This is an optimization exercise on Yosys and OpenROAD, whose aim is a short achievable clock period and few clock cycles, not a production implementation. RTL that was checked went through simulation tests only; none was proved equivalent to the original. Function not checked in run 2: the RTL went through the layout flow alone. The flow treats the clock pin as an ideal source, which a real chip does not have. Power is estimated from default activity; no workload was simulated.

==> flow/design.v, too long to show whole: its modules and the start of the top module <==
// module CPU: 431 lines
// module mul_stage1: 1143 lines
// module mul_stage2: 233 lines
module CPU(clk,
            rst_n,
            wen_D,
            addr_D,
            wdata_D,
            rdata_D,
            addr_I,
            rdata_I);
  // ...
==> flow/flow/run.sh <==
#!/bin/bash
# The standard layout (standard.sh, with its synthesis unchanged). The resizer's setup
# repair after clock tree synthesis is done in steps (stepped.tcl, through ORFS's PRE_CTS_TCL
# hook) so that it works towards a shorter period than the design's; the other repairs ask
# for the margin in flow/margin.txt. make's output goes to flow_make.log; ORFS keeps each
# step's log under orfs/logs.
set -euo pipefail
MARGIN=$(cat flow/margin.txt)
HOOK=$(pwd)/flow/stepped.tcl
bash standard.sh SETUP_SLACK_MARGIN=$MARGIN PRE_CTS_TCL=$HOOK finish > flow_make.log 2>&1
==> flow/flow/margin.txt <==
7.8
==> flow/flow/stepped.tcl <==
# Sourced through ORFS's PRE_CTS_TCL and PRE_GLOBAL_ROUTE_TCL hooks: replaces the repair step the
# stage then runs (repair_timing_helper). A first pass asks for a margin far above reach
# (big_margin), which improves every endpoint but stalls on the worst one; then the setup margin
# is raised in steps from just above the worst slack reached, until the steps stop gaining.
# Hold is repaired last, keeping the setup slack reached.
set ::big_margin 8.2
proc repair_timing_helper { args } {
  repair_timing -setup -setup_margin $::big_margin -repair_tns 100 -match_cell_footprint
  puts [format "stepped repair: margin %.2f -> worst slack %.3f" $::big_margin [sta::worst_slack -max]]
  set ws [sta::worst_slack -max]
  set m [expr {$ws + 0.05}]
  set idle 0
  for {set i 0} {$i < 60 && $idle < 3} {incr i} {
    repair_timing -setup -setup_margin $m -repair_tns 100 -match_cell_footprint
    set now [sta::worst_slack -max]
    puts [format "stepped repair: margin %.2f -> worst slack %.3f" $m $now]
    if {$now < $ws + 0.01} { incr idle } else { set idle 0 }
    if {$now > $ws} { set ws $now }
    set m [expr {$ws + 0.1}]
  }
  repair_timing -hold -setup_margin [expr {$ws - 0.05}] -hold_margin 0 -match_cell_footprint
  puts [format "stepped repair: after hold repair worst slack %.3f, hold %.3f" [sta::worst_slack -max] [sta::worst_slack -min]]
}
==> flow/standard.sh <==
#!/bin/bash
# synth_recipe.tcl (not shown) runs the flow's synth.tcl, then flattens the netlist and writes it again
# the make line also repeats each setting of config.mk as NAME=value (left out here)
make -C /OpenROAD-flow-scripts/flow DESIGN_CONFIG=/design/flow/config.mk WORK_HOME=/design/flow/orfs CLKGATE_MAP_FILE= SYNTH_SCRIPT=/design/flow/synth_recipe.tcl "${@:-finish}"
==> flow/config.mk <==
export PLATFORM = sky130hd
export DESIGN_NAME = CPU
export DESIGN_NICKNAME = CPU
export VERILOG_FILES = /design/flow/design.v
export SDC_FILE = /design/flow/constraint.sdc
export NUM_CORES = 8
export LEC_CHECK = 0
export ABC_CLOCK_PERIOD_IN_PS = 3500
export CAP_MARGIN = 20
export CORE_MARGIN = 2
export CORE_UTILIZATION = 30
export SLEW_MARGIN = 20
==> flow/constraint.sdc <==
create_clock -name core_clock -period 12.0 [get_ports {clk}]
set_input_delay 2.4000 -clock core_clock [delete_from_list [all_inputs] [get_ports {clk}]]
set_output_delay 2.4000 -clock core_clock [all_outputs]
set_load 0.01 [all_outputs]
==> metrics.yaml, run 1 <==
path_cells: "nand2_1 > and4_4 > a222oi_1 > nor2_1 > a221oi_4 > fa_1 > fa_2 > fa_2 > fa_2"
critPathMaxFanout: 12
leakagePower_nw: 82.7
holdPathEnd: "m_wen"
cts_tree: "built"
multi_input_area_share_pct: 51.7
coreArea_um2: 483000
rows: 255
crit_path_max_incr_delay_ps: 980
grt_pass1_wl_mm: 1320
yosysMostFrequentCell: "a21oi_1"
drt-met1-wl_mm: 353
regArea_um2: 49100
critPathRequiredTime_ps: 12890
n_fill_cell: 47431
place_congestion: 1.03
areaGrowthSynthToFinish_pct: 32.6
reg2reg_slack_ps: 7300
final_cell_area_um2: 193000
cts.clk_slew.worst_paths_ps: 60
power_density_nw_per_um2: 167
dr.pass1.iters: 20
status: "finished clean"
cts_sinks: 1945
synth_area_leaders: "dfrtp_1 (32%), ha_1 (7.0%), a21oi_1 (7.0%)"
wirelength_mm: 989
irDropWorstVdd_v: 0.000369
hpwl_mm: 616
powerComb_mw: 16.6
inv_count: 663
final_common_cell: "a21oi_1"
Testbench counts, summed over its fixed seeds: cycles 58,583.
==> module CPU, before the edit <==
module CPU(clk,
            rst_n,
            wen_D,
            addr_D,
            wdata_D,
            rdata_D,
            addr_I,
            rdata_I);
    input         clk, rst_n ;
    output        wen_D  ;
    output [31:0] addr_D ;
    output [31:0] wdata_D;
    input  [31:0] rdata_D;
    output [31:0] addr_I ;
    input  [31:0] rdata_I;
    localparam [31:0] RESET_PC = 32'h00010000;
    reg  [31:0] pc_f;         
    reg         x_v;
    reg  [4:0]  x_rd;
    reg         x_wr;         
    reg         x_ld, x_st, x_br, x_jalr, x_jrok, x_mul, x_div, x_rem, x_pop;
    reg         x_jlong;      
    reg  [31:0] x_pc;
    reg  [2:0]  x_f3;
    reg         x_pred;       
    reg  [3:0]  x_rdc;        
    reg  [31:0] x_alt;        
    reg  [31:0] x_imm;
    reg  [31:0] x_pass;       
    reg  [31:0] x_rf1, x_rf2;
    reg  [5:0]  x_fa;         
    reg  [5:0]  x_fs;         
    reg  [4:0]  x_fam, x_fsm;   
    reg  [4:0]  x_fad, x_fsd;   
    reg  [4:0]  x_fab, x_fsb;   
    reg         x_issum;      
    reg         x_useimm;
    reg  [5:0]  x_fb;         
    reg  [5:0]  x_op;         
    reg         m_wr;
    reg  [4:0]  m_rd;
    reg         m_ld, m_mul;
    reg  [31:0] m_sum;        
    reg  [31:0] m_oth;        
    reg         m_issum;
    reg         m_jr;         
    reg  [31:0] m_jrt;
    reg  [31:0] m_addr_n;     
    reg  [31:0] m_wdata;
    reg         m_wen;
    reg         w_wr;
    reg  [4:0]  w_rd;
    reg  [31:0] w_res;
    wire [31:0] rf [0:31];
    wire [31:0] fi = rdata_I;
    wire [6:0] opc   = fi[6:0];
    wire [4:0] f_rd  = fi[11:7];
    wire [2:0] f_f3  = fi[14:12];
    wire [4:0] f_rs1 = fi[19:15];
    wire [4:0] f_rs2 = fi[24:20];
    wire f_lui   = (opc == 7'b0110111);
    wire f_auipc = (opc == 7'b0010111);
    wire f_jal   = (opc == 7'b1101111);
    wire f_jalr  = (opc == 7'b1100111);
    wire f_br    = (opc == 7'b1100011);
    wire f_ld    = (opc == 7'b0000011);
    wire f_st    = (opc == 7'b0100011);
    wire f_opi   = (opc == 7'b0010011);
    wire f_op    = (opc == 7'b0110011);
    wire f_md    = f_op & fi[25];
    wire f_mul   = f_md & ~f_f3[2];
    wire f_div   = f_md & f_f3[2];            
    wire f_pop   = f_lui | f_auipc | f_jal | f_jalr;    
    wire f_use1  = f_jalr | f_br | f_ld | f_st | f_opi | f_op;
    wire f_use2  = f_br | f_st | f_op;
    wire f_wr    = (f_pop | f_ld | f_opi | f_op) & (f_rd != 5'd0);
    wire [31:0] immI = {{20{fi[31]}}, fi[31:20]};
    wire [31:0] immS = {{20{fi[31]}}, fi[31:25], fi[11:7]};
    wire [31:0] immB = {{19{fi[31]}}, fi[31], fi[7], fi[30:25], fi[11:8], 1'b0};
    wire [31:0] immU = {fi[31:12], 12'b0};
    wire [31:0] immJ = {{11{fi[31]}}, fi[31], fi[19:12], fi[20], fi[30:21], 1'b0};
    wire [31:0] pc      = pc_f;
    wire [31:0] f_pc4   = pc + 32'd4;
    wire [31:0] f_auipcv = pc + immU;
    function [31:0] sadd(input [31:0] base, input [18:0] hp1, input [18:0] hm1, input [12:0] off);
        reg [13:0] lo;
        begin
            lo = {1'b0, base[12:0]} + {1'b0, off};
            sadd[12:0] = lo[12:0];
            sadd[31:13] = (lo[13] & ~off[12]) ? hp1 : (~lo[13] & off[12]) ? hm1 : base[31:13];
        end
    endfunction
    wire [18:0] pc_hp1 = pc[31:13] + 19'd1;
    wire [18:0] pc_hm1 = pc[31:13] - 19'd1;
    wire [31:0] f_btgt  = sadd(pc, pc_hp1, pc_hm1, immB[12:0]);
    wire [31:0] f_jtgt  = sadd(pc, pc_hp1, pc_hm1, immJ[12:0]);
    wire        f_jfit  = (immJ[20:13] == {8{immJ[12]}});    
    wire f_sub = f_op & ~fi[25] & fi[30];
    wire f_sll = f_opi & (f_f3 == 3'b001);
    wire f_srl = f_opi & (f_f3 == 3'b101) & ~fi[30];
    wire f_sra = f_opi & (f_f3 == 3'b101) & fi[30];
    wire f_slt = f_opi & (f_f3 == 3'b010);
    wire f_add = ~(f_sub | f_sll | f_srl | f_sra | f_slt);
    wire dv_w1 = dv_give & dv_wr & (dv_rd == f_rs1);
    wire dv_w2 = dv_give & dv_wr & (dv_rd == f_rs2);
    wire [31:0] rf1 = (w_wr && w_rd == f_rs1) ? w_res : (dvr_v && dvr_rd == f_rs1) ? dvr : rf[f_rs1];
    wire [31:0] rf2 = (w_wr && w_rd == f_rs2) ? w_res : (dvr_v && dvr_rd == f_rs2) ? dvr : rf[f_rs2];
    wire hit1_x = x_v & x_wr & (x_rd == f_rs1);
    wire hit2_x = x_v & x_wr & (x_rd == f_rs2);
    wire hit1_m = m_wr & (m_rd == f_rs1);
    wire hit2_m = m_wr & (m_rd == f_rs2);
    wire [4:0] src1 = {hit1_x & ~x_ld & x_issum, hit1_x & ~x_ld & ~x_issum, ~hit1_x & hit1_m,
                       ~hit1_x & ~hit1_m & dv_w1, ~hit1_x & ~hit1_m & ~dv_w1};
    wire [4:0] src2 = {hit2_x & ~x_ld & x_issum, hit2_x & ~x_ld & ~x_issum, ~hit2_x & hit2_m,
                       ~hit2_x & ~hit2_m & dv_w2, ~hit2_x & ~hit2_m & ~dv_w2};
    wire f_dep_x = (f_use1 & hit1_x) | (f_use2 & ~f_st & hit2_x);
    wire dv_pend = dv_busy & ~dv_give;
    wire f_dvhaz = (f_dep_x & x_div) | (f_st & hit2_x & x_div) |
                   (dv_pend & dv_wr & ((f_use1 & (dv_rd == f_rs1)) | (f_use2 & (dv_rd == f_rs2)))) |
                   (f_div & ((x_v & x_div) | dv_busy | dvr_v));
    wire dv_kill_x = f_wr & x_v & x_div & (x_rd == f_rd);      
    wire dv_kill_p = f_wr & dv_pend & (dv_rd == f_rd);        
    wire f_haz   = (f_dep_x & (x_mul | x_ld)) | (f_st & hit2_x & x_mul) | f_dvhaz;
    reg         ra_lv;
    reg  [31:0] ra_pc;
    wire x1_x    = x_v & x_wr & (x_rd == 5'd1);
    wire x1_busy = (m_wr & (m_rd == 5'd1)) | (w_wr & (w_rd == 5'd1)) |
                   (dv_busy & dv_wr & (dv_rd == 5'd1)) | (dvr_v & (dvr_rd == 5'd1));
    wire [31:0] ra_val = ra_lv ? ra_pc : rf[1];
    wire f_ret  = f_jalr & (fi[31:15] == 17'd1) & ~x1_x & (ra_lv | ~x1_busy);    
    wire f_jrx  = f_jalr & x_v & x_wr & x_pop & (x_rd == f_rs1);
    wire [18:0] xp_hp1 = x_pass[31:13] + 19'd1;
    wire [18:0] xp_hm1 = x_pass[31:13] - 19'd1;
    wire [31:0] f_jrxt = sadd(x_pass, xp_hp1, xp_hm1, immI[12:0]);
    wire f_jrok = f_ret | f_jrx;
    wire f_jok = f_jal & f_jfit;
    wire f_bt = f_br & (fi[31] | (f_f3 == 3'b001));    
    wire f_take = f_jok | f_bt | f_jrok;
    wire [31:0] m_res = m_issum ? m_sum : m_oth;
    wire [31:0] mul_p;                  
    reg  [119-1:0] m_mrows;
    mul_stage2 mul2(.r(m_mrows), .p(mul_p));
    function [31:0] fwd(input [4:0] sel, input [31:0] a, input [31:0] b, input [31:0] c,
                        input [31:0] d, input [31:0] e);
        fwd = ({32{sel[4]}} & a) | ({32{sel[3]}} & b) | ({32{sel[2]}} & c) | ({32{sel[1]}} & d) |
              ({32{sel[0]}} & e);
    endfunction
    wire [31:0] ra_e = fwd(x_fa[4:0], m_sum, m_oth, w_res, dvr, x_rf1);
    wire [31:0] rs_e = fwd(x_fs[4:0], m_sum, m_oth, w_res, dvr, x_rf2);
    wire [31:0] ra = ra_e;
    wire [31:0] rs = rs_e;
    wire [31:0] ma = fwd(x_fam, m_sum, m_oth, w_res, dvr, x_rf1);
    wire [31:0] mb = fwd(x_fsm, m_sum, m_oth, w_res, dvr, x_rf2);
    wire [31:0] da = fwd(x_fad, m_sum, m_oth, w_res, dvr, x_rf1);
    wire [31:0] db = fwd(x_fsd, m_sum, m_oth, w_res, dvr, x_rf2);
    wire [31:0] st_data = x_fs[5] ? rdata_D : rs_e;      
    wire [31:0] rb = ({32{x_fb[5]}} & x_imm) | fwd(x_fb[4:0], m_sum, m_oth, w_res, dvr, x_rf2);
    wire [31:0] sum  = ra + rb;
    wire [31:0] diff = ra - rs;
    wire        slt  = $signed(ra) < $signed(x_imm);
    wire [31:0] shl  = ra << x_imm[4:0];
    wire [31:0] shr  = ra >> x_imm[4:0];
    wire [31:0] sha  = $signed(ra) >>> x_imm[4:0];
    wire [31:0] alu;
    wire [31:0] ba = fwd(x_fab, m_sum, m_oth, w_res, dvr, x_rf1);
    wire [31:0] bb = fwd(x_fsb, m_sum, m_oth, w_res, dvr, x_rf2);
    wire br_eq = (ba == bb);
    wire br_lt = $signed(ba) < $signed(bb);
    wire br_taken = x_f3[2] ? (br_lt ^ x_f3[0]) : (br_eq ^ x_f3[0]);
    wire x_jr = x_v & x_jalr & ~x_jrok;
    wire [31:0] jlong_tgt = x_pc + x_imm;
    wire x_redirect = x_v & ((x_rdc[3] & br_eq) | (x_rdc[2] & ~br_eq) | (x_rdc[1] & br_lt) |
                                       (x_rdc[0] & ~br_lt) | x_jlong);
    wire [31:0] x_target = x_jlong ? jlong_tgt : x_alt;
    reg         dv_busy;
    reg         dv_setup;
    reg  [31:0] dv_x, dv_y;     
    reg  [31:0] dv_r;           
    reg  [32:0] dv_a;           
    reg  [31:0] dv_q;           
    reg  [3:0]  dv_n;           
    reg  [34:0] dv_m1, dv_m3, dv_m5, dv_m7;    
    reg         dv_rem, dv_wr;
    reg  [4:0]  dv_rd;
    reg  [31:0] dvr;            
    reg         dvr_v;
    reg  [4:0]  dvr_rd;
    wire        dv_bz  = (dv_y == 32'd0);
    wire        dv_lt  = (dv_x < dv_y);
    wire        dv_one = (dv_x[31:1] < dv_y);            
    wire [31:0] dv_a1  = dv_x - dv_y;
    wire        dv_quick = dv_bz | dv_one;
    wire [31:0] dv_qq = dv_bz ? 32'hFFFFFFFF : {31'd0, ~dv_lt};
    wire [31:0] dv_qr = (dv_bz | dv_lt) ? dv_x : dv_a1;
    wire [31:0] dv_qres = dv_rem ? dv_qr : dv_qq;
    wire [11:1] dv_fit;
    genvar gn;
    generate
        for (gn = 1; gn < 11; gn = gn + 1) begin : dfit
            assign dv_fit[gn] = ((dv_x >> (3 * gn)) < dv_y);
        end
    endgenerate
    assign dv_fit[11] = 1'b1;
    wire [11:1] dv_nd = dv_fit & ~{dv_fit[10:1], 1'b0};    
    reg  [3:0]  dv_nd1;
    reg  [31:0] dv_r0;
    reg  [32:0] dv_a0;
    integer u;
    always @(*) begin
        dv_nd1 = 4'd0; dv_r0 = 32'd0; dv_a0 = 33'd0;
        for (u = 1; u < 11; u = u + 1) begin
            dv_nd1 = dv_nd1 | ({4{dv_nd[u]}} & (u - 1));
            dv_r0  = dv_r0  | ({32{dv_nd[u]}} & (dv_x >> (3 * u)));
            dv_a0  = dv_a0  | ({33{dv_nd[u]}} & ({1'b0, dv_x} << (33 - 3 * u)));
        end
        dv_nd1 = dv_nd1 | ({4{dv_nd[11]}} & 4'd10);
        dv_a0  = dv_a0  | ({33{dv_nd[11]}} & {1'b0, dv_x});
    end
    wire [34:0] b1 = {3'd0, dv_y};
    wire [34:0] b3 = b1 + {b1[33:0], 1'b0};
    wire [34:0] b5 = b1 + {b1[32:0], 2'b0};
    wire [34:0] b7 = {b1[31:0], 3'b0} - b1;
    wire [34:0] rx = {dv_r, dv_a[32:30]};
    wire [34:0] mk [1:7];
    assign mk[1] = dv_m1;  assign mk[2] = {dv_m1[33:0], 1'b0};  assign mk[3] = dv_m3;
    assign mk[4] = {dv_m1[32:0], 2'b0};  assign mk[5] = dv_m5;  assign mk[6] = {dv_m3[33:0], 1'b0};
    assign mk[7] = dv_m7;
    wire [35:0] dt [1:7];
    wire [7:0]  ge;
    assign ge[0] = 1'b1;
    genvar gk;
    generate
        for (gk = 1; gk < 8; gk = gk + 1) begin : dsub
            assign dt[gk] = {1'b0, rx} - {1'b0, mk[gk]};
            assign ge[gk] = (rx >= mk[gk]);
        end
    endgenerate
    wire [7:0]  dv_sel = ge & ~{1'b0, ge[7:1]};          
    reg  [2:0]  dv_dig;
    reg  [31:0] dv_rn;
    integer t;
    always @(*) begin
        dv_dig = 3'd0;
        dv_rn  = {32{dv_sel[0]}} & rx[31:0];
        for (t = 1; t < 8; t = t + 1) begin
            dv_dig = dv_dig | ({3{dv_sel[t]}} & t[2:0]);
            dv_rn  = dv_rn  | ({32{dv_sel[t]}} & dt[t][31:0]);
        end
    end
    wire        dv_last = (dv_n == 4'd0);
    wire [31:0] dv_qn   = {dv_q[28:0], dv_dig};
    wire [31:0] dv_out  = dv_rem ? dv_rn : dv_qn;
    wire        x_dv    = x_v & x_div & ~dv_busy;           
    wire        dv_give = dv_busy & (dv_setup ? dv_quick : dv_last);
    wire [31:0] dv_res  = dv_setup ? dv_qres : dv_out;
    always @(posedge clk or negedge rst_n) begin
        if (!rst_n) begin
            dv_busy <= 1'b0; dv_setup <= 1'b0; dv_rem <= 1'b0; dv_wr <= 1'b0; dv_rd <= 5'd0;
            dv_x <= 32'd0; dv_y <= 32'd0;
            dv_r <= 32'd0; dv_a <= 33'd0; dv_q <= 32'd0; dv_n <= 4'd0;
            dv_m1 <= 35'd0; dv_m3 <= 35'd0; dv_m5 <= 35'd0; dv_m7 <= 35'd0;
        end else if (dv_busy) begin
            if (dv_kill_p & f_go)
                dv_wr <= 1'b0;
            if (dv_setup) begin
                dv_setup <= 1'b0;
                dv_busy <= ~dv_quick;
                dv_r  <= dv_r0;
                dv_a  <= dv_a0;
                dv_q  <= 32'd0;
                dv_n  <= dv_nd1;
                dv_m1 <= b1;  dv_m3 <= b3;  dv_m5 <= b5;  dv_m7 <= b7;
            end else begin
                dv_busy <= ~dv_last;
                dv_r  <= dv_rn;
                dv_a  <= {dv_a[29:0], 3'd0};
                dv_q  <= dv_qn;
                dv_n  <= dv_n - 4'd1;
            end
        end else if (x_dv) begin
            dv_busy  <= 1'b1;
            dv_setup <= 1'b1;
            dv_rem <= x_rem;
            dv_wr  <= x_wr & ~(dv_kill_x & f_go);
            dv_rd  <= x_rd;
            dv_x   <= da;
            dv_y   <= db;
        end
    end
    always @(posedge clk or negedge rst_n) begin
        if (!rst_n) begin
            dvr <= 32'd0; dvr_v <= 1'b0; dvr_rd <= 5'd0;
        end else begin
            if (dv_give) begin
                dvr    <= dv_res;
                dvr_v  <= dv_wr & ~(dv_kill_p & f_go);
                dvr_rd <= dv_rd;
            end else if (dvr_v & (~w_wr | (w_rd == dvr_rd))) begin
                dvr_v  <= 1'b0;       
            end
        end
    end
    wire [119-1:0] mul_rows;
    mul_stage1 mul1(.a(ma), .b(mb), .r(mul_rows));
    assign alu = ({32{x_op[1]}} & diff) | ({32{x_op[2]}} & shl) |
                 ({32{x_op[3]}} & shr) | ({32{x_op[4]}} & sha) |
                 {31'd0, x_op[5] & slt} | ({32{x_pop}} & x_pass);
    assign addr_D  = ~m_addr_n;
    assign wdata_D = m_wdata;
    assign wen_D   = m_wen;
    assign addr_I  = pc_f;
    wire f_stall = f_haz | x_jr | m_jr;
    wire f_go    = ~f_stall & ~x_redirect;       
    wire [31:0] pc_fnext = ({32{m_jr}} & m_jrt) | ({32{~m_jr & f_stall}} & pc) |
                           ({32{~f_stall & f_jok}} & f_jtgt) | ({32{~f_stall & f_bt}} & f_btgt) |
                           ({32{~f_stall & f_ret}} & (ra_val & ~32'd1)) |
                           ({32{~f_stall & f_jrx}} & (f_jrxt & ~32'd1)) |
                           ({32{~f_stall & ~f_take}} & f_pc4);
    wire [31:0] pc_next = x_redirect ? x_target : pc_fnext;
    always @(posedge clk or negedge rst_n) begin
        if (!rst_n) begin
            pc_f <= RESET_PC;
        end else begin
            pc_f <= pc_next;
        end
    end
    always @(posedge clk or negedge rst_n) begin
        if (!rst_n) begin
            ra_lv <= 1'b0;
            ra_pc <= 32'd0;
        end else if (x1_x) begin
            ra_lv <= x_pop;
            ra_pc <= x_pass;
        end
    end
    always @(posedge clk or negedge rst_n) begin
        if (!rst_n) begin
            x_v <= 1'b0; x_rd <= 5'd0; x_wr <= 1'b0;
            x_ld <= 1'b0; x_st <= 1'b0; x_br <= 1'b0; x_jalr <= 1'b0; x_jrok <= 1'b0;
            x_jlong <= 1'b0; x_pc <= 32'd0;
            x_mul <= 1'b0; x_div <= 1'b0; x_rem <= 1'b0; x_pop <= 1'b0; x_f3 <= 3'd0;
            x_pred <= 1'b0; x_rdc <= 4'd0; x_alt <= 32'd0; x_imm <= 32'd0; x_pass <= 32'd0;
            x_rf1 <= 32'd0; x_rf2 <= 32'd0;
            x_fa <= 6'd0; x_fs <= 6'd0; x_fam <= 5'd0; x_fsm <= 5'd0; x_fad <= 5'd0; x_fsd <= 5'd0; x_fab <= 5'd0; x_fsb <= 5'd0; x_issum <= 1'b0; x_useimm <= 1'b0; x_fb <= 6'd0; x_op <= 6'd0;
        end else begin
            x_v    <= f_go;
            x_rd   <= f_rd;
            x_wr   <= f_wr;
            x_ld   <= f_ld;
            x_st   <= f_st;
            x_br   <= f_br;
            x_jalr <= f_jalr;
            x_jrok <= f_jrok;
            x_jlong <= f_jal & ~f_jfit;
            x_pc   <= pc;
            x_mul  <= f_mul;
            x_div  <= f_div;
            x_rem  <= f_f3[1];
            x_pop  <= f_pop;
            x_f3   <= f_f3;
            x_pred <= f_bt;
            x_rdc  <= {4{f_br}} & {~f_f3[2] & (f_f3[0] ~^ f_bt), ~f_f3[2] & (f_f3[0] ^ f_bt),
                                   f_f3[2] & (f_f3[0] ~^ f_bt),  f_f3[2] & (f_f3[0] ^ f_bt)};
            x_alt  <= f_bt ? f_pc4 : f_btgt;
            x_imm  <= f_st ? immS : f_jal ? immJ : immI;
            x_pass <= f_lui ? immU : f_auipc ? f_auipcv : f_pc4;
            x_rf1  <= rf1;
            x_rf2  <= rf2;
            x_fa   <= {1'b0, src1};
            x_fs   <= {hit2_x & x_ld, src2};
            x_fam  <= {5{f_mul}} & src1;
            x_fsm  <= {5{f_mul}} & src2;
            x_fad  <= {5{f_div}} & src1;
            x_fsd  <= {5{f_div}} & src2;
            x_fab  <= {5{f_br}} & src1;
            x_fsb  <= {5{f_br}} & src2;
            x_issum <= f_add & ~f_pop & ~f_md;
            x_useimm <= ~(f_op | f_br);
            x_fb   <= (f_op | f_br) ? {1'b0, src2} : 6'b100000;
            x_op   <= {f_slt, f_sra, f_srl, f_sll, f_sub, f_add};
        end
    end
    always @(posedge clk or negedge rst_n) begin
        if (!rst_n) begin
            m_wr <= 1'b0; m_rd <= 5'd0; m_ld <= 1'b0; m_mul <= 1'b0;
            m_sum <= 32'd0; m_jr <= 1'b0; m_jrt <= 32'd0; m_oth <= 32'd0; m_issum <= 1'b0; m_addr_n <= 32'hFFFFFFFF; m_wdata <= 32'd0; m_wen <= 1'b0;
            m_mrows <= {119{1'b0}};
        end else begin
            m_wr    <= x_v & x_wr & ~x_div;
            m_rd    <= x_rd;
            m_oth <= alu;
            m_sum   <= sum;
            m_jr    <= x_jr;
            m_jrt   <= sum & ~32'd1;
            m_issum <= x_issum;
            m_ld    <= x_v & x_ld;
            m_mul   <= x_v & x_mul;
            m_wen   <= x_v & x_st;
            m_addr_n <= ~sum;
            m_wdata <= st_data;
            m_mrows <= mul_rows;
        end
    end
    always @(posedge clk or negedge rst_n) begin
        if (!rst_n) begin
            w_wr <= 1'b0; w_rd <= 5'd0; w_res <= 32'd0;
        end else begin
            w_wr  <= m_wr;
            w_rd  <= m_rd;
            w_res <= m_ld ? rdata_D : m_mul ? mul_p : m_res;
        end
    end
    wire        rf_we = w_wr | dvr_v;
    wire [4:0]  rf_wa = w_wr ? w_rd : dvr_rd;
    wire [31:0] rf_wd = w_wr ? w_res : dvr;
    assign rf[0] = 32'd0;
    genvar g;
    generate
        for (g = 1; g < 32; g = g + 1) begin : regs
            localparam [31:0] INIT = (g == 2) ? 32'hbffffff0 : (g == 3) ? 32'h10008000 : 32'd0;
            reg [31:0] q;
            always @(posedge clk or negedge rst_n) begin
                if (!rst_n)
                    q <= INIT;
                else if (rf_we && rf_wa == g)
                    q <= rf_wd;
            end
            assign rf[g] = q;
        end
    endgenerate
endmodule
==> run 2: changes to the inputs <==
--- a/flow/design.v
+++ b/flow/design.v
@@ -103,8 +103,8 @@
     wire f_add = ~(f_sub | f_sll | f_srl | f_sra | f_slt);
     wire dv_w1 = dv_give & dv_wr & (dv_rd == f_rs1);
     wire dv_w2 = dv_give & dv_wr & (dv_rd == f_rs2);
-    wire [31:0] rf1 = (w_wr && w_rd == f_rs1) ? w_res : (dvr_v && dvr_rd == f_rs1) ? dvr : rf[f_rs1];
-    wire [31:0] rf2 = (w_wr && w_rd == f_rs2) ? w_res : (dvr_v && dvr_rd == f_rs2) ? dvr : rf[f_rs2];
+    wire [31:0] rf1 = (dvr_v && dvr_rd == f_rs1) ? dvr : (w_wr && w_rd == f_rs1) ? w_res : rf[f_rs1];
+    wire [31:0] rf2 = (dvr_v && dvr_rd == f_rs2) ? dvr : (w_wr && w_rd == f_rs2) ? w_res : rf[f_rs2];
     wire hit1_x = x_v & x_wr & (x_rd == f_rs1);
     wire hit2_x = x_v & x_wr & (x_rd == f_rs2);
     wire hit1_m = m_wr & (m_rd == f_rs1);
@@ -117,7 +117,7 @@
     wire dv_pend = dv_busy & ~dv_give;
     wire f_dvhaz = (f_dep_x & x_div) | (f_st & hit2_x & x_div) |
                    (dv_pend & dv_wr & ((f_use1 & (dv_rd == f_rs1)) | (f_use2 & (dv_rd == f_rs2)))) |
-                   (f_div & ((x_v & x_div) | dv_busy | dvr_v));
+                   (f_div & ((x_v & x_div) | dv_pend));
     wire dv_kill_x = f_wr & x_v & x_div & (x_rd == f_rd);      
     wire dv_kill_p = f_wr & dv_pend & (dv_rd == f_rd);        
     wire f_haz   = (f_dep_x & (x_mul | x_ld)) | (f_st & hit2_x & x_mul) | f_dvhaz;
@@ -291,13 +291,9 @@
         if (!rst_n) begin
             dvr <= 32'd0; dvr_v <= 1'b0; dvr_rd <= 5'd0;
         end else begin
-            if (dv_give) begin
-                dvr    <= dv_res;
-                dvr_v  <= dv_wr & ~(dv_kill_p & f_go);
-                dvr_rd <= dv_rd;
-            end else if (dvr_v & (~w_wr | (w_rd == dvr_rd))) begin
-                dvr_v  <= 1'b0;       
-            end
+            dvr    <= dv_res;
+            dvr_v  <= dv_give & dv_wr & ~(dv_kill_p & f_go);
+            dvr_rd <= dv_rd;
         end
     end
     wire [119-1:0] mul_rows;
@@ -410,9 +406,6 @@
             w_res <= m_ld ? rdata_D : m_mul ? mul_p : m_res;
         end
     end
-    wire        rf_we = w_wr | dvr_v;
-    wire [4:0]  rf_wa = w_wr ? w_rd : dvr_rd;
-    wire [31:0] rf_wd = w_wr ? w_res : dvr;
     assign rf[0] = 32'd0;
     genvar g;
     generate
@@ -422,8 +415,10 @@
             always @(posedge clk or negedge rst_n) begin
                 if (!rst_n)
                     q <= INIT;
-                else if (rf_we && rf_wa == g)
-                    q <= rf_wd;
+                else if (dvr_v && dvr_rd == g)
+                    q <= dvr;                  
+                else if (w_wr && w_rd == g)
+                    q <= w_res;
             end
             assign rf[g] = q;
         end
==> flow/flow/run.sh (replaced) <==
#!/bin/bash
# The standard layout (standard.sh, with its synthesis unchanged). The resizer's setup
# repair after clock tree synthesis and after global routing is done in steps (stepped.tcl,
# through ORFS's PRE_CTS_TCL and PRE_GLOBAL_ROUTE_TCL hooks), so that it works towards a
# shorter period than the design's. make's output goes to flow_make.log; ORFS keeps each
# step's log under orfs/logs.
set -euo pipefail
MARGIN=$(cat flow/margin.txt)
HOOK=$(pwd)/flow/stepped.tcl
bash standard.sh SETUP_SLACK_MARGIN=$MARGIN PRE_CTS_TCL=$HOOK PRE_GLOBAL_ROUTE_TCL=$HOOK finish > flow_make.log 2>&1
==> flow/flow/margin.txt (replaced) <==
7.5
==> flow/flow/stepped.tcl (replaced) <==
# Sourced through ORFS's PRE_CTS_TCL and PRE_GLOBAL_ROUTE_TCL hooks: replaces the repair step the
# stage then runs (repair_timing_helper), to work towards a shorter period than the design's.
#  1. repair_timing asking for a margin far above reach (big_margin): it improves every
#     endpoint but stalls on the worst one;
#  2. repair_timing with the margin raised in steps from just above the worst slack reached,
#     until the steps stop gaining;
#  3. greedy sizing of the cells on the worst paths (greedy_size, below);
#  4. hold repair, keeping the setup slack reached.
# The stage then legalizes the placement (and, after global routing, reroutes what changed) as
# it does after its own repair.
set ::big_margin 8.2

proc stepped_setup { } {
  set ws [sta::worst_slack -max]
  set m [expr {$ws + 0.05}]
  set idle 0
  for {set i 0} {$i < 60 && $idle < 3} {incr i} {
    repair_timing -setup -setup_margin $m -repair_tns 100 -match_cell_footprint
    set now [sta::worst_slack -max]
    puts [format "stepped repair: margin %.2f -> worst slack %.3f" $m $now]
    if {$now < $ws + 0.01} { incr idle } else { set idle 0 }
    if {$now > $ws} { set ws $now }
    set m [expr {$ws + 0.1}]
  }
}

# the next drive strength of the same cell family, not on the don't-use list
proc gs_bigger { cell } {
  if { ![regexp {^(.*)_([0-9]+)$} $cell -> fam d] } { return "" }
  set best ""
  set bd 1000
  foreach lc [get_lib_cells -quiet ${fam}_*] {
    set n [get_name $lc]
    if { [regexp "^${fam}_(\[0-9\]+)\$" $n -> dd] && $dd > $d && $dd < $bd } {
      if { [info exists ::gs_dont_use($n)] } { continue }
      set best $n
      set bd $dd
    }
  }
  return $best
}

# For each cell driving a point of the worst paths, try the next drive strength and keep it
# if that path's endpoint slack improves and the worst slack does not get worse.
proc greedy_size { npaths rounds } {
  if { [info exists ::env(DONT_USE_CELLS)] } {
    foreach c [get_lib_cells -quiet $::env(DONT_USE_CELLS)] { set ::gs_dont_use([get_name $c]) 1 }
  }
  for { set r 0 } { $r < $rounds } { incr r } {
    set kept 0
    set tried 0
    # names first: path objects do not survive changes to the netlist
    set work {}
    foreach pe [find_timing_paths -path_delay max -group_path_count $npaths -endpoint_path_count 1] {
      set ep [get_full_name [get_property $pe endpoint]]
      if { [string match *RESET_B $ep] || [string match *SET_B $ep] } { continue }
      if { [llength [get_pins -quiet $ep]] == 0 } { continue }
      set insts {}
      foreach pt [get_property $pe points] {
        set pin [get_property $pt pin]
        if { [get_property $pin direction] ne "output" } { continue }
        set inst [get_cells -quiet -of_objects $pin]
        if { [llength $inst] == 0 } { continue }
        lappend insts [get_full_name $inst]
      }
      lappend work [list $ep $insts]
    }
    foreach item $work {
      lassign $item ep insts
      foreach iname $insts {
        set inst [get_cells $iname]
        set cell [get_property $inst ref_name]
        set big [gs_bigger $cell]
        if { $big eq "" } { continue }
        set s0 [get_property [get_pins $ep] slack_max]
        set w0 [sta::worst_slack -max]
        replace_cell $inst $big
        incr tried
        set s1 [get_property [get_pins $ep] slack_max]
        set w1 [sta::worst_slack -max]
        if { $s1 > $s0 + 0.001 && $w1 >= $w0 - 0.0001 } {
          incr kept
        } else {
          replace_cell $inst $cell
        }
      }
    }
    puts [format "greedy_size round %d: kept %d of %d, worst slack %.3f" $r $kept $tried [sta::worst_slack -max]]
    if { $kept == 0 } { break }
  }
}

proc repair_timing_helper { args } {
  repair_timing -setup -setup_margin $::big_margin -repair_tns 100 -match_cell_footprint
  puts [format "stepped repair: margin %.2f -> worst slack %.3f" $::big_margin [sta::worst_slack -max]]
  stepped_setup
  greedy_size 300 8
  stepped_setup
  set ws [sta::worst_slack -max]
  repair_timing -hold -setup_margin [expr {$ws - 0.05}] -hold_margin 0 -match_cell_footprint
  puts [format "stepped repair: after hold repair worst slack %.3f, hold %.3f" [sta::worst_slack -max] [sta::worst_slack -min]]
}
--- a/flow/config.mk
+++ b/flow/config.mk
@@ -7,6 +7,8 @@
 export LEC_CHECK = 0
 export ABC_CLOCK_PERIOD_IN_PS = 3500
 export CAP_MARGIN = 20
+export CELL_PAD_IN_SITES_DETAIL_PLACEMENT = 1
+export CELL_PAD_IN_SITES_GLOBAL_PLACEMENT = 2
 export CORE_MARGIN = 2
-export CORE_UTILIZATION = 30
+export CORE_UTILIZATION = 40
 export SLEW_MARGIN = 20
==> metrics.yaml, run 2 <==
synth_edf_count: 0  # unchanged
die_h_um: 626  # was 701 um
postGrtWorstEndpoint: "pc_f[28]$_DFF_PN0_/D"
yosysMostFrequentCell: "dfrtp_1"  # was a21oi_1
ys_ff_latch: 1945  # unchanged
yosysWarnings: 1  # unchanged
start_util_pct: 40.1  # was 30.2%
worst-ep-kind: "sequential cell input"
synth.distinct_cells: 111  # was 116
haltStage: "global routing (5_1_grt)"
netlist_area_um2: 155000  # was 146000 um2
ys.flop_type: "dfrtp_1"  # unchanged
dp_cells: 22627  # was 23018
cts_buffers: 238  # was 233
dieWidth_um: 626  # was 701 um
syn_inst: 18371  # was 17335
netlist.area_leader.share_pct: 30.5  # was 32.4%
syn_nets: 19459  # was 18423
cts_sinks: 1945  # unchanged
synth.cells.most_frequent: "dfrtp_1 (1883), nand2_1 (1733), a21oi_1 (1587)"  # was a21oi_1 (2039), dfrtp_1 (1883), nor2_1 (1867)
synth_area_leader_cell: "dfrtp_1"  # unchanged
status: "stopped before the end"  # was finished clean
hpwl_mm: 675  # was 616 mm
synth.avg_cell_area_um2: 8.42  # was 8.40 um2
rows: 228  # was 255
async_flop_share_pct: 100  # unchanged
io_buffers: 162  # unchanged
synth_area_leaders: "dfrtp_1 (30%), mux2i_1 (7.4%), ha_1 (6.6%)"  # was dfrtp_1 (32%), ha_1 (7.0%), a21oi_1 (7.0%)
grt_max_degree: 148
synth_seq_area_share_pct: 31.5  # was 33.5%
error: "[ERROR RSZ-0074] Failed to build tree from global routes for pin '_19501_/X' and net '_16368_' at grid (58650, 93150): found route to 3 pins, expected 4"
ioPinCount: 163  # unchanged
place_congestion: 1.05  # was 1.03
run 2: cell count changes after synthesis, sizes merged, moves of 34 or more:
| cell | delta |
|---|---|
| buf | +69 |
| clkbuf | +148 |
| nor2 | -464 |
| o21ai | +513 |
| mux2i | +936 |
| a21oi | -454 |
| o31ai | -34 |
| nand2 | +467 |
| a221oi | +44 |
run 2: logic make-up after synthesis:
logic type / after synthesis / share of synthesized area, %
multiplexers: 1216 / 7.95
flip-flops: 1945 / 31.5
XOR/XNOR: 645 / 3.65
buffers and inverters: 2357 / 5.76
adder cells (fa/ha/maj): 1025 / 9.28
AND/OR/NAND/NOR: 4630 / 13.4
AO/OA/AOI/OAI: 6553 / 28.4
run 2: worst min path at each step:
stage,slack (ps),to,depth (start not counted),startpoint
2_1_floorplan,350,dvr_rd[4],0,dv_rd[4]
3_3_place_gp,410,m_issum,0,x_issum
3_5_place_dp,410,m_issum,0,x_issum
4_1_cts,360,m_jr,1,x_jrok
run 2: per-stage QoR:
| step | cell area (um2) | power [mW] | setup slack [ps] | utilization (%) | hold WS [ps] |
|---|---|---|---|---|---|
| 3_3_place_gp | 163000 | 18.1 | 5150 | 42.2 | 413 |
| 3_5_place_dp | 163000 | 18.1 | 5030 | 42.3 | 405 |
| 4_1_cts | 201000 | 27.8 | 7630 | 52.2 | 363 |
| 2_1_floorplan | 155000 | 13.2 | 6800 | - | 352 |
run 2: what timing repair did:
action,CTS
hold buffers,0
setup endpoints to repair,647
pin swaps,875
buffers inserted,999
hold endpoints to repair,0
gates cloned,121
gates resized for setup,3309
run 2: power groups by stage:
stage / Clock (mW) / Combinational (mW) / Sequential [mW]
after detailed placement: 0 / 9.99 / 8.12
after floorplan: 0 / 5.66 / 7.55
after CTS: 7.94 / 12.1 / 7.80
after global placement: 0 / 9.98 / 8.12

port drivers added, routing unchanged:
Ports are ideal in the flow. The routed layout listed here was re-timed in OpenROAD.
Step 1: set_driving_cell puts a clkbuf_16 on clk and a buf_2 on each other input, an assumption about the parent block.
Step 2 moves the port delays by t, midway between the first and last clock arrival at a register: inputs arrive t later, outputs are due t later. That takes back most of the time a late clock gives input paths.
Slacks: ideal ports / drivers / drivers and shift; pairs: ideal ports / drivers.
run: run 1
t, ns: 1.142
setup WS [ns]: 7.301 / 7.301 / 6.343
worst setup path after step 2: input to register
latest minus earliest clock arrival (ns): 0.154 / 0.154
worst slew at a driven data input, ns: 0.20
After both steps run 1 still meets setup and hold. For run 1, drivers alone change the setup slack by 0.000 ns; drivers and shift together by -0.958 ns.
